What follows belongs to an exercise in optimizing a design on an open flow for small area; a production flow would make more cautious choices. At most, simulation tests tie the RTL to the original design; equivalence was not proved. The clock input has no modelled driver; a real chip could not lean on it and would need a root buffer or a full tree. Power is estimated from default activity; no workload was simulated.

main:
==> flow/design.v <==
`default_nettype none
module top (
  input  logic hz100, reset,
  input  logic [19:0] pb,
  output logic [6:0] ss7, ss6, ss5, ss4, ss3, ss2, ss1, ss0
);
  logic [1:0] delay;
  logic [4:0] key;
  logic act;
  assign act = delay[0] & ~delay[1];
  assign key[0] = pb[19]|pb[17]|pb[15]|pb[13]|pb[11]|pb[9]|pb[7]|pb[5]|pb[3]|pb[1];
  assign key[1] = pb[19]|pb[18]|pb[15]|pb[14]|pb[11]|pb[10]|pb[7]|pb[6]|pb[3]|pb[2];
  assign key[2] = pb[15]|pb[14]|pb[13]|pb[12]|pb[7]|pb[6]|pb[5]|pb[4];
  assign key[3] = pb[15]|pb[14]|pb[13]|pb[12]|pb[11]|pb[10]|pb[9]|pb[8];
  assign key[4] = pb[19]|pb[18]|pb[17]|pb[16];
  logic k_digit, k_eq, k_back, k_op;
  assign k_digit = act & ~key[4];
  assign k_eq    = act & key[4] & (key[3:0] == 4'd0);
  assign k_back  = act & key[4] & (key[3:0] == 4'd1);
  assign k_op    = act & key[4] & (key[3:1] == 3'd1);
  logic [31:0] current, save, data;
  logic sub, show, init;
  localparam int LOW = 7;
  logic w_eq, w_cp;
  assign w_eq = k_eq;
  assign w_cp = k_op & ~show;
  logic [31:0] a, b, sum, save_next;
  logic [32:0] c;
  logic s;
  assign s = sub & w_eq;
  assign a = {save[31:LOW] & {(32-LOW){init & ~w_cp}}, save[LOW-1:0] & {LOW{init}}};
  assign b = {(current[31:LOW] ^ {(32-LOW){s}}) & {(32-LOW){w_eq | w_cp}},
              current[LOW-1:0] ^ {LOW{sub}}};
  genvar i;
  for (i = 0; i < 32; i = i + 1) begin : g_add
    logic cin;
    if (i == 0)
      assign cin = sub;
    else if (i == LOW)
      assign cin = c[i] & w_eq;
    else
      assign cin = c[i];
    assign sum[i] = a[i] ^ b[i] ^ cin;
    assign c[i+1] = (a[i] & b[i]) | (a[i] & cin) | (b[i] & cin);
  end
  assign save_next = {sum[31:LOW],
                      w_eq ? sum[LOW-1:0] : w_cp ? current[LOW-1:0] : a[LOW-1:0]};
  always_ff @(posedge hz100)
    save <= save_next;
  logic sel_l, sel_r, sel_n, sel_h;
  logic [31:0] cur_next;
  assign sel_l = k_digit & ~show & (current[31:28] == 4'b0);
  assign sel_r = k_back & ~show;
  assign sel_n = (k_digit | k_op) & show;
  assign sel_h = init & ~(sel_l | sel_r | sel_n);
  assign cur_next = ({32{sel_h}} & current)
                  | ({32{sel_l}} & {current[27:0], key[3:0]})
                  | ({32{sel_r}} & {4'b0, current[31:4]})
                  | ({32{sel_n & k_digit}} & {28'b0, key[3:0]});
  always_ff @(posedge hz100, posedge reset) begin
    if (reset)
      delay <= 2'b00;
    else
      delay <= {delay[0], |pb};
  end
  always_ff @(posedge hz100)
    current <= cur_next;
  always_ff @(posedge hz100, posedge reset) begin
    if (reset) begin
      init <= 1'b0;
      sub <= 1'b0;
      show <= 1'b0;
    end else begin
      init <= 1'b1;
      if (k_op)
        sub <= key[0];
      if (k_digit)
        show <= 1'b0;
      else if (k_eq | k_op)
        show <= 1'b1;
    end
  end
  assign data = show ? save : (init ? current : 32'b0);
  logic [7:0] nz;
  logic [7:0] blank;
  for (i = 0; i < 8; i = i + 1) begin : g_nz
    assign nz[i] = |data[4*i+3:4*i];
  end
  assign blank[7] = 1'b1;
  for (i = 0; i < 7; i = i + 1) begin : g_blank
    assign blank[i] = (i == 0) ? 1'b0 : blank[i+1] & ~nz[i+1];
  end
  ssdec s0(.in(data[3:0]),   .out(ss0), .blank(blank[0]));
  ssdec s1(.in(data[7:4]),   .out(ss1), .blank(blank[1]));
  ssdec s2(.in(data[11:8]),  .out(ss2), .blank(blank[2]));
  ssdec s3(.in(data[15:12]), .out(ss3), .blank(blank[3]));
  ssdec s4(.in(data[19:16]), .out(ss4), .blank(blank[4]));
  ssdec s5(.in(data[23:20]), .out(ss5), .blank(blank[5]));
  ssdec s6(.in(data[27:24]), .out(ss6), .blank(blank[6]));
  ssdec s7(.in(data[31:28]), .out(ss7), .blank(blank[7]));
endmodule
module ssdec(input logic [3:0] in,
             input logic blank,
             output logic [6:0] out);
  logic n00, n01, n02, n03, n04, n05, n06, n07, n08, n09, n10, n11, n12, n13, n14, n15;
  assign n00 = ~(in[1] | in[2]);
  assign n01 = ~((in[1] & in[2]) | n00);
  assign n02 = ~((in[1] | in[3]) & in[0]);
  assign n03 = ~in[1];
  assign n04 = ~in[3];
  assign n05 = ~((n03 & in[0] & in[2]) | n04);
  assign n06 = ~((in[2] & n02) | n05);
  assign out[5] = ~((in[1] | in[0] | blank) & n06);
  assign n07 = ~(in[0] | ~out[5]);
  assign n08 = ~(n01 | n07);
  assign n09 = ~n01;
  assign n10 = in[2] & n05;
  assign n11 = ~(n09 | n10 | ~n07);
  assign out[3] = ~(n08 | n11);
  assign n12 = ~(in[0] | out[5]);
  assign out[2] = ~(n10 | n12);
  assign n13 = ~(n00 | n06 | n11);
  assign out[1] = ~((n09 & n12) | n13);
  assign n14 = ~(n04 | ~in[0]);
  assign n15 = ~(in[1] | out[3]);
  assign out[0] = ~((n01 | n06) & (n14 | n15));
  assign out[6] = ~((n09 | n10) & (n01 | n06));
  assign out[4] = ~((in[0] & n04) | n15);
endmodule
Settings: LEC_CHECK=0, CAP_MARGIN=20, CORE_MARGIN=2, CORE_UTILIZATION=60, PLACE_DENSITY=0.75, SLEW_MARGIN=20; clock period 15.0 ns.
standard.sh (not shown) runs the stock make flow with config.mk's settings and CLKGATE_MAP_FILE= SYNTH_SCRIPT=/design/flow/synth_recipe.tcl, a recipe that flattens the netlist after the stock synthesis.
==> flow/flow/run.sh <==
#!/bin/bash
# Own layout flow: the standard flow, with an area-oriented synthesis
# mapping (ABC script in flow/abc_area.script, full adders only, no half
# adders), the smallest buffer on the ports, and in place of the clock
# tree 4 clock buffers that each drive a group of registers (clk_post.tcl).
# Before the floorplan, the adder's carry chain is moved onto the full
# adders' fastest input (fa_pins.tcl).
set -euo pipefail
work=$(pwd)
{
  echo "proc abc {args} {"
  echo "  set i [lsearch -exact \$args -script]"
  echo "  if {\$i >= 0} { lset args [expr {\$i + 1}] $work/flow/abc_area.script }"
  echo "  yosys abc {*}\$args"
  echo "}"
  echo "proc extract_fa {args} { yosys extract_fa -fa }"
  cat synth_recipe.tcl
} > own_synth.tcl
export PRE_FLOORPLAN_TCL=$work/flow/fa_pins.tcl
export POST_CTS_TCL=$work/flow/clk_post.tcl
bash standard.sh SYNTH_SCRIPT=$work/own_synth.tcl \
  "BUFFER_PORTS_ARGS=-buffer_cell sky130_fd_sc_hd__buf_1" \
  "CTS_ARGS=-sink_clustering_enable -repair_clock_nets -dont_use_dummy_load -buf_list sky130_fd_sc_hd__clkbuf_8 -root_buf sky130_fd_sc_hd__clkbuf_8 -sink_clustering_size 30 -sink_clustering_max_diameter 200" \
  finish > flow_make.log 2>&1
Other scripts of this flow, unchanged in this note and not shown: flow/flow/abc_area.script, flow/flow/clk_post.tcl, flow/flow/fa_pins.tcl
Inputs modified between main and the feature branch:
-- flow/design.v --
<<< main, line 21
  logic [31:0] current, save, data;
  logic sub, show, init;
  localparam int LOW = 7;
  logic w_eq, w_cp;
  assign w_eq = k_eq;
>>> the feature branch, line 21
  logic [31:0] current, save, data;
  logic sub, show, init;
  localparam int LOW = 8;
  logic w_eq, w_cp;
  assign w_eq = k_eq;
[summary]
- Taking main as the reference, in the feature branch simple-gate share of the synthesized area about even, worst reg-to-reg setup slack fell 0.21 ns.
- The feature branch: number of standard cells in the layout, taps in and fillers out lower than main
- [the feature branch] final critical-path required period rose 0.0035 ns relative to main
- Going from main to the feature branch, met2 track utilization from global routing saw an increase, share of power burned in combinational logic saw little to no change, clock group share of total power saw an increase, fraction of area in registers saw an increase.
- Of the two candidates, main has the better net switching power of the design and the feature branch the worse one.
- The feature branch vs main — overall fraction of global-route tracks in use rose 0.90 points.
- Re post-route standard cell area excluding fillers: main and the feature branch aren't equal, and the lower value belongs to the feature branch.
- Share of cells above drive strength 1 (higher): main
- Floorplan die area essentially unchanged between main and the feature branch.
For main, only the layout was checked, not whether the RTL still works. No run of this note takes its clock network from TritonCTS; it comes from the design's own scripts or RTL.

---

before:
Another version of the RTL of top (not shown whole).
Size: ~640 cells after synthesis, roughly 0.0051 mm² of cells after synthesis.
Design top, start of the top module:
module top (
  input  logic hz100, reset,
  input  logic [19:0] pb,
  output logic [6:0] ss7, ss6, ss5, ss4, ss3, ss2, ss1, ss0
);
==> module top, before the edit <==
module top (
  input  logic hz100, reset,
  input  logic [19:0] pb,
  output logic [6:0] ss7, ss6, ss5, ss4, ss3, ss2, ss1, ss0
);
  logic [1:0] delay;
  logic [4:0] key;
  logic act;
  assign act = delay[0] & ~delay[1];
  assign key[0] = pb[19]|pb[17]|pb[15]|pb[13]|pb[11]|pb[9]|pb[7]|pb[5]|pb[3]|pb[1];
  assign key[1] = pb[19]|pb[18]|pb[15]|pb[14]|pb[11]|pb[10]|pb[7]|pb[6]|pb[3]|pb[2];
  assign key[2] = pb[15]|pb[14]|pb[13]|pb[12]|pb[7]|pb[6]|pb[5]|pb[4];
  assign key[3] = pb[15]|pb[14]|pb[13]|pb[12]|pb[11]|pb[10]|pb[9]|pb[8];
  assign key[4] = pb[19]|pb[18]|pb[17]|pb[16];
  logic k_digit, k_eq, k_back, k_op;
  assign k_digit = act & ~key[4];
  assign k_eq    = act & key[4] & (key[3:0] == 4'd0);
  assign k_back  = act & key[4] & (key[3:0] == 4'd1);
  assign k_op    = act & key[4] & (key[3:1] == 3'd1);
  logic [31:0] current, save, data;
  logic sub, show;
  logic [31:0] a, b, result;
  logic [32:0] c;
  logic s;
  assign s = sub & ~key[1];
  assign a = save & {32{~key[1]}};
  assign b = current ^ {32{s}};
  assign c[0] = s;
  genvar i;
  for (i = 0; i < 32; i = i + 1) begin : g_add
    assign result[i] = a[i] ^ b[i] ^ c[i];
    assign c[i+1] = (a[i] & b[i]) | (a[i] & c[i]) | (b[i] & c[i]);
  end
  always_ff @(posedge hz100, posedge reset) begin
    if (reset)
      delay <= 2'b00;
    else
      delay <= {delay[0], |pb};
  end
  always_ff @(posedge hz100, posedge reset) begin
    if (reset) begin
      current <= 32'b0;
      save <= 32'b0;
      sub <= 1'b0;
      show <= 1'b0;
    end else begin
      if (k_digit) begin
        if (show)
          current <= {28'b0, key[3:0]};
        else if (current[31:28] == 4'b0)
          current <= {current[27:0], key[3:0]};
      end else if (k_back & ~show) begin
        current <= {4'b0, current[31:4]};
      end else if (k_op & show) begin
        current <= 32'b0;
      end
      if (k_eq | (k_op & ~show))
        save <= result;
      if (k_op)
        sub <= key[0];
      if (k_digit)
        show <= 1'b0;
      else if (k_eq | k_op)
        show <= 1'b1;
    end
  end
  assign data = show ? save : current;
  logic [7:0] nz;    
  logic [7:0] lit;   
  for (i = 0; i < 8; i = i + 1) begin : g_nz
    assign nz[i] = |data[4*i+3:4*i];
  end
  assign lit[7] = nz[7];
  for (i = 1; i < 7; i = i + 1) begin : g_lit
    assign lit[i] = lit[i+1] | nz[i];
  end
  assign lit[0] = 1'b1;
  ssdec s0(.in(data[3:0]),   .out(ss0), .enable(lit[0]));
  ssdec s1(.in(data[7:4]),   .out(ss1), .enable(lit[1]));
  ssdec s2(.in(data[11:8]),  .out(ss2), .enable(lit[2]));
  ssdec s3(.in(data[15:12]), .out(ss3), .enable(lit[3]));
  ssdec s4(.in(data[19:16]), .out(ss4), .enable(lit[4]));
  ssdec s5(.in(data[23:20]), .out(ss5), .enable(lit[5]));
  ssdec s6(.in(data[27:24]), .out(ss6), .enable(lit[6]));
  ssdec s7(.in(data[31:28]), .out(ss7), .enable(lit[7]));
endmodule
clock: 15.0 ns
lec_check: 0
cap_margin: 20
core_margin: 2
core_utilization: 40
place_density: 0.6
slew_margin: 20
==> flow/flow/run.sh <==
#!/bin/bash
# Own layout flow: the standard flow, with an area-oriented synthesis
# mapping (ABC script in flow/abc_area.script, full adders only, no half
# adders) and the smallest buffer on the ports.
set -euo pipefail
work=$(pwd)
{
  echo "proc abc {args} {"
  echo "  set i [lsearch -exact \$args -script]"
  echo "  if {\$i >= 0} { lset args [expr {\$i + 1}] $work/flow/abc_area.script }"
  echo "  yosys abc {*}\$args"
  echo "}"
  echo "proc extract_fa {args} { yosys extract_fa -fa }"
  cat synth_recipe.tcl
} > own_synth.tcl
bash standard.sh SYNTH_SCRIPT=$work/own_synth.tcl \
  "BUFFER_PORTS_ARGS=-buffer_cell sky130_fd_sc_hd__buf_1" \
  finish > flow_make.log 2>&1
==> flow/flow/abc_area.script <==
strash
 balance -l
 resub -K 6 -l
 rewrite -l
 resub -K 6 -N 2 -l
 refactor -l
 resub -K 8 -l
 balance -l
 resub -K 8 -N 2 -l
 rewrite -l
 resub -K 10 -l
 rewrite -z -l
 resub -K 10 -N 2 -l
 balance -l
 resub -K 12 -l
 refactor -z -l
 resub -K 12 -N 2 -l
 rewrite -z -l
 balance -l
 balance -l
 resub -K 6 -l
 rewrite -l
 resub -K 6 -N 2 -l
 refactor -l
 resub -K 8 -l
 balance -l
 resub -K 8 -N 2 -l
 rewrite -l
 resub -K 10 -l
 rewrite -z -l
 resub -K 10 -N 2 -l
 balance -l
 resub -K 12 -l
 refactor -z -l
 resub -K 12 -N 2 -l
 rewrite -z -l
 balance -l
 dch -f
 amap
 topo
Although before finished all stages, its layout failed final checks on setup timing.
For after, these inputs were changed with respect to before:
diff --git a/flow/design.v b/flow/design.v
--- a/flow/design.v
+++ b/flow/design.v
@@ -23,8 +23,8 @@
   logic [31:0] a, b, result;
   logic [32:0] c;
   logic s;
-  assign s = sub & ~key[1];
-  assign a = save & {32{~key[1]}};
+  assign s = sub & ~k_op;
+  assign a = save & {32{~k_op}};
   assign b = current ^ {32{s}};
   assign c[0] = s;
   genvar i;
[summary]
- As for a clean layout from before and after, there is none.
- From the logs: after reached the end of the flow and failed the layout checks with setup timing.
- after vs. before: maximum vdd ir drop went down by 0.0000052 V.
- First-pass GRT wire length of after exceeds that of before slightly.
- Compared with before, overall power of the completed layout in after decreased by a few percent.
- Cmp before and after / total routed wirelength / higher: after
- Delta (after minus before): synthesis-to-finish area growth picked up an extra 0.61 points, count of clock-buffer cells in the layout decreased by 2 relative to the old numbers, global routing met1 resource utilization has remained practically unchanged, register fraction of the total cell area now sits lower, detailed-placement wirelength estimate higher.
- Total routing usage reported by global routing: before and after compared, higher one is after
- For H-tree depth reported by CTS, before and after come out practically identical.
- before has a lower cell area reported after detailed placement than after.
- Looking at final critical-path setup slack, after sits below before.
Function was not checked in any run of this note: the RTL went through the layout flow alone.

---

top, a different RTL version from the one above (not shown whole).
Size in the first run: about 69 flip-flops, ~78 I/O pins, about 0.0046 mm² of cells after synthesis.
==> module top, before the edit <==
module top (
  input  logic hz100, reset,
  input  logic [19:0] pb,
  output logic [6:0] ss7, ss6, ss5, ss4, ss3, ss2, ss1, ss0
);
  logic [1:0] delay;
  logic [4:0] key;
  logic act;
  assign act = delay[0] & ~delay[1];
  assign key[0] = pb[19]|pb[17]|pb[15]|pb[13]|pb[11]|pb[9]|pb[7]|pb[5]|pb[3]|pb[1];
  assign key[1] = pb[19]|pb[18]|pb[15]|pb[14]|pb[11]|pb[10]|pb[7]|pb[6]|pb[3]|pb[2];
  assign key[2] = pb[15]|pb[14]|pb[13]|pb[12]|pb[7]|pb[6]|pb[5]|pb[4];
  assign key[3] = pb[15]|pb[14]|pb[13]|pb[12]|pb[11]|pb[10]|pb[9]|pb[8];
  assign key[4] = pb[19]|pb[18]|pb[17]|pb[16];
  logic k_digit, k_eq, k_back, k_op;
  assign k_digit = act & ~key[4];
  assign k_eq    = act & key[4] & (key[3:0] == 4'd0);
  assign k_back  = act & key[4] & (key[3:0] == 4'd1);
  assign k_op    = act & key[4] & (key[3:1] == 3'd1);
  logic [31:0] current, save, data;
  logic sub, show, init;
  localparam int LOW = 6;
  logic w_eq, w_cp;
  assign w_eq = k_eq;
  assign w_cp = k_op & ~show;
  logic [31:0] a, b, sum, save_next;
  logic [32:0] c;
  logic s;
  assign s = sub & w_eq;
  assign a = {save[31:LOW] & {(32-LOW){init & ~w_cp}}, save[LOW-1:0] & {LOW{init}}};
  assign b = {(current[31:LOW] ^ {(32-LOW){s}}) & {(32-LOW){w_eq | w_cp}},
              current[LOW-1:0] ^ {LOW{sub}}};
  genvar i;
  for (i = 0; i < 32; i = i + 1) begin : g_add
    logic cin;
    if (i == 0)
      assign cin = sub;
    else if (i == LOW)
      assign cin = c[i] & w_eq;
    else
      assign cin = c[i];
    assign sum[i] = a[i] ^ b[i] ^ cin;
    assign c[i+1] = (a[i] & b[i]) | (a[i] & cin) | (b[i] & cin);
  end
  assign save_next = {sum[31:LOW],
                      w_eq ? sum[LOW-1:0] : w_cp ? current[LOW-1:0] : a[LOW-1:0]};
  always_ff @(posedge hz100)
    save <= save_next;
  logic sel_l, sel_r, sel_n, sel_h;
  logic [31:0] cur_next;
  assign sel_l = k_digit & ~show & (current[31:28] == 4'b0);
  assign sel_r = k_back & ~show;
  assign sel_n = (k_digit | k_op) & show;
  assign sel_h = init & ~(sel_l | sel_r | sel_n);
  assign cur_next = ({32{sel_h}} & current)
                  | ({32{sel_l}} & {current[27:0], key[3:0]})
                  | ({32{sel_r}} & {4'b0, current[31:4]})
                  | ({32{sel_n & k_digit}} & {28'b0, key[3:0]});
  always_ff @(posedge hz100, posedge reset) begin
    if (reset)
      delay <= 2'b00;
    else
      delay <= {delay[0], |pb};
  end
  always_ff @(posedge hz100)
    current <= cur_next;
  always_ff @(posedge hz100, posedge reset) begin
    if (reset) begin
      init <= 1'b0;
      sub <= 1'b0;
      show <= 1'b0;
    end else begin
      init <= 1'b1;
      if (k_op)
        sub <= key[0];
      if (k_digit)
        show <= 1'b0;
      else if (k_eq | k_op)
        show <= 1'b1;
    end
  end
  assign data = show ? save : (init ? current : 32'b0);
  logic [7:0] nz;
  logic [7:0] blank;
  for (i = 0; i < 8; i = i + 1) begin : g_nz
    assign nz[i] = |data[4*i+3:4*i];
  end
  assign blank[7] = 1'b1;
  for (i = 0; i < 7; i = i + 1) begin : g_blank
    assign blank[i] = (i == 0) ? 1'b0 : blank[i+1] & ~nz[i+1];
  end
  ssdec s0(.in(data[3:0]),   .out(ss0), .blank(blank[0]));
  ssdec s1(.in(data[7:4]),   .out(ss1), .blank(blank[1]));
  ssdec s2(.in(data[11:8]),  .out(ss2), .blank(blank[2]));
  ssdec s3(.in(data[15:12]), .out(ss3), .blank(blank[3]));
  ssdec s4(.in(data[19:16]), .out(ss4), .blank(blank[4]));
  ssdec s5(.in(data[23:20]), .out(ss5), .blank(blank[5]));
  ssdec s6(.in(data[27:24]), .out(ss6), .blank(blank[6]));
  ssdec s7(.in(data[31:28]), .out(ss7), .blank(blank[7]));
endmodule
clock: 15.0 ns
lec_check: 0
cap_margin: 20
core_margin: 2
core_utilization: 60
place_density: 0.75
slew_margin: 20
==> flow/flow/run.sh <==
#!/bin/bash
# Own layout flow: the standard flow, with an area-oriented synthesis
# mapping (ABC script in flow/abc_area.script, full adders only, no half
# adders), the smallest buffer on the ports, and in place of the clock
# tree 4 clock buffers that each drive a group of registers (clk_post.tcl).
set -euo pipefail
work=$(pwd)
{
  echo "proc abc {args} {"
  echo "  set i [lsearch -exact \$args -script]"
  echo "  if {\$i >= 0} { lset args [expr {\$i + 1}] $work/flow/abc_area.script }"
  echo "  yosys abc {*}\$args"
  echo "}"
  echo "proc extract_fa {args} { yosys extract_fa -fa }"
  cat synth_recipe.tcl
} > own_synth.tcl
export POST_CTS_TCL=$work/flow/clk_post.tcl
bash standard.sh SYNTH_SCRIPT=$work/own_synth.tcl \
  "BUFFER_PORTS_ARGS=-buffer_cell sky130_fd_sc_hd__buf_1" \
  "CTS_ARGS=-sink_clustering_enable -repair_clock_nets -dont_use_dummy_load -buf_list sky130_fd_sc_hd__clkbuf_8 -root_buf sky130_fd_sc_hd__clkbuf_8 -sink_clustering_size 30 -sink_clustering_max_diameter 200" \
  finish > flow_make.log 2>&1
Scripts as last shown in full above: flow/flow/abc_area.script
Other scripts of this flow, unchanged in this note and not shown: flow/flow/clk_post.tcl
Rerun with:
--- a/flow/design.v
+++ b/flow/design.v
@@ -18,18 +18,18 @@
   assign k_eq    = act & key[4] & (key[3:0] == 4'd0);
   assign k_back  = act & key[4] & (key[3:0] == 4'd1);
   assign k_op    = act & key[4] & (key[3:1] == 3'd1);
   logic [31:0] current, save, data;
-  logic sub, show, init;
+  logic sub, show, saved;
   localparam int LOW = 6;
   logic w_eq, w_cp;
   assign w_eq = k_eq;
   assign w_cp = k_op & ~show;
   logic [31:0] a, b, sum, save_next;
   logic [32:0] c;
   logic s;
   assign s = sub & w_eq;
-  assign a = {save[31:LOW] & {(32-LOW){init & ~w_cp}}, save[LOW-1:0] & {LOW{init}}};
+  assign a = {save[31:LOW] & {(32-LOW){saved & ~w_cp}}, save[LOW-1:0] & {LOW{saved}}};
   assign b = {(current[31:LOW] ^ {(32-LOW){s}}) & {(32-LOW){w_eq | w_cp}},
               current[LOW-1:0] ^ {LOW{sub}}};
   genvar i;
   for (i = 0; i < 32; i = i + 1) begin : g_add
@@ -43,17 +43,17 @@
     assign sum[i] = a[i] ^ b[i] ^ cin;
     assign c[i+1] = (a[i] & b[i]) | (a[i] & cin) | (b[i] & cin);
   end
   assign save_next = {sum[31:LOW],
-                      w_eq ? sum[LOW-1:0] : w_cp ? current[LOW-1:0] : a[LOW-1:0]};
+                      w_eq ? sum[LOW-1:0] : w_cp ? current[LOW-1:0] : save[LOW-1:0]};
   always_ff @(posedge hz100)
     save <= save_next;
   logic sel_l, sel_r, sel_n, sel_h;
   logic [31:0] cur_next;
   assign sel_l = k_digit & ~show & (current[31:28] == 4'b0);
   assign sel_r = k_back & ~show;
   assign sel_n = (k_digit | k_op) & show;
-  assign sel_h = init & ~(sel_l | sel_r | sel_n);
+  assign sel_h = ~(sel_l | sel_r | sel_n);
   assign cur_next = ({32{sel_h}} & current)
                   | ({32{sel_l}} & {current[27:0], key[3:0]})
                   | ({32{sel_r}} & {4'b0, current[31:4]})
                   | ({32{sel_n & k_digit}} & {28'b0, key[3:0]});
@@ -62,26 +62,27 @@
       delay <= 2'b00;
     else
       delay <= {delay[0], |pb};
   end
-  always_ff @(posedge hz100)
-    current <= cur_next;
   always_ff @(posedge hz100, posedge reset) begin
     if (reset) begin
-      init <= 1'b0;
+      current <= 32'b0;
+      saved <= 1'b0;
       sub <= 1'b0;
       show <= 1'b0;
     end else begin
-      init <= 1'b1;
+      current <= cur_next;
+      if (k_eq | (k_op & ~show))
+        saved <= 1'b1;
       if (k_op)
         sub <= key[0];
       if (k_digit)
         show <= 1'b0;
       else if (k_eq | k_op)
         show <= 1'b1;
     end
   end
-  assign data = show ? save : (init ? current : 32'b0);
+  assign data = show ? save : current;
   logic [7:0] nz;
   logic [7:0] blank;
   for (i = 0; i < 8; i = i + 1) begin : g_nz
     assign nz[i] = |data[4*i+3:4*i];
What happened:
- The changed run passed the timing, design-rule and antenna checks
- worst setup slack improves by 79 ps
- final cell count falls by 5.9%
- sequential power stays flat
- wire length rises by 2.0%
- total power rises by 0.47%
- die area rises by 2.0%
- via count falls by 4.0%
- combinational power falls by 36%
- global-route usage rises by 0.31 points
No functional check of the RTL was part of the first run of this note. In every run of this note, the design's own scripts or RTL, not TritonCTS, make the clock network.

[static timing again, ports no longer ideal]
The results above use ideal ports. As a check the final layouts listed here were re-extracted and re-timed, cells and wires unchanged. Step 1: set_driving_cell puts a clkbuf_16 on hz100 and a buf_2 on each other input, an assumption about the parent block. Step 2 moves the port delays by t, midway between the first and last clock arrival at a register: inputs arrive t later, outputs are due t later. That takes back most of the time a late clock gives input paths. a / b / c = ideal ports / drivers / drivers and shift; a / b = the first two.
run	shift t [ns]	setup WS [ns]	hold slack, ns	latest minus earliest clock arrival (ns)	worst data-port slew with drivers (ns)
main	0.221	0.411 / 0.452 / 0.231	0.396 / 0.396 / 0.396	0.002 / 0.003	0.03
the feature branch	0.231	0.408 / 0.452 / 0.221	0.398 / 0.398 / 0.398	0.012 / 0.013	0.03
before	0.366	-0.022 / -0.002 / -0.368	0.384 / 0.384 / 0.384	0.008 / 0.008	0.04
after	0.358	-0.806 / -0.791 / -1.149	0.371 / 0.371 / 0.371	0.009 / 0.008	0.04
the first run of note 3	0.221	0.276 / 0.316 / 0.095	0.394 / 0.394 / 0.394	0.008 / 0.008	0.03
the second run of note 3	0.222	0.355 / 0.395 / 0.174	0.390 / 0.390 / 0.390	0.009 / 0.009	0.03
For before, which loses most, drivers alone change the setup slack by +0.020 ns; drivers and shift together by -0.346 ns.
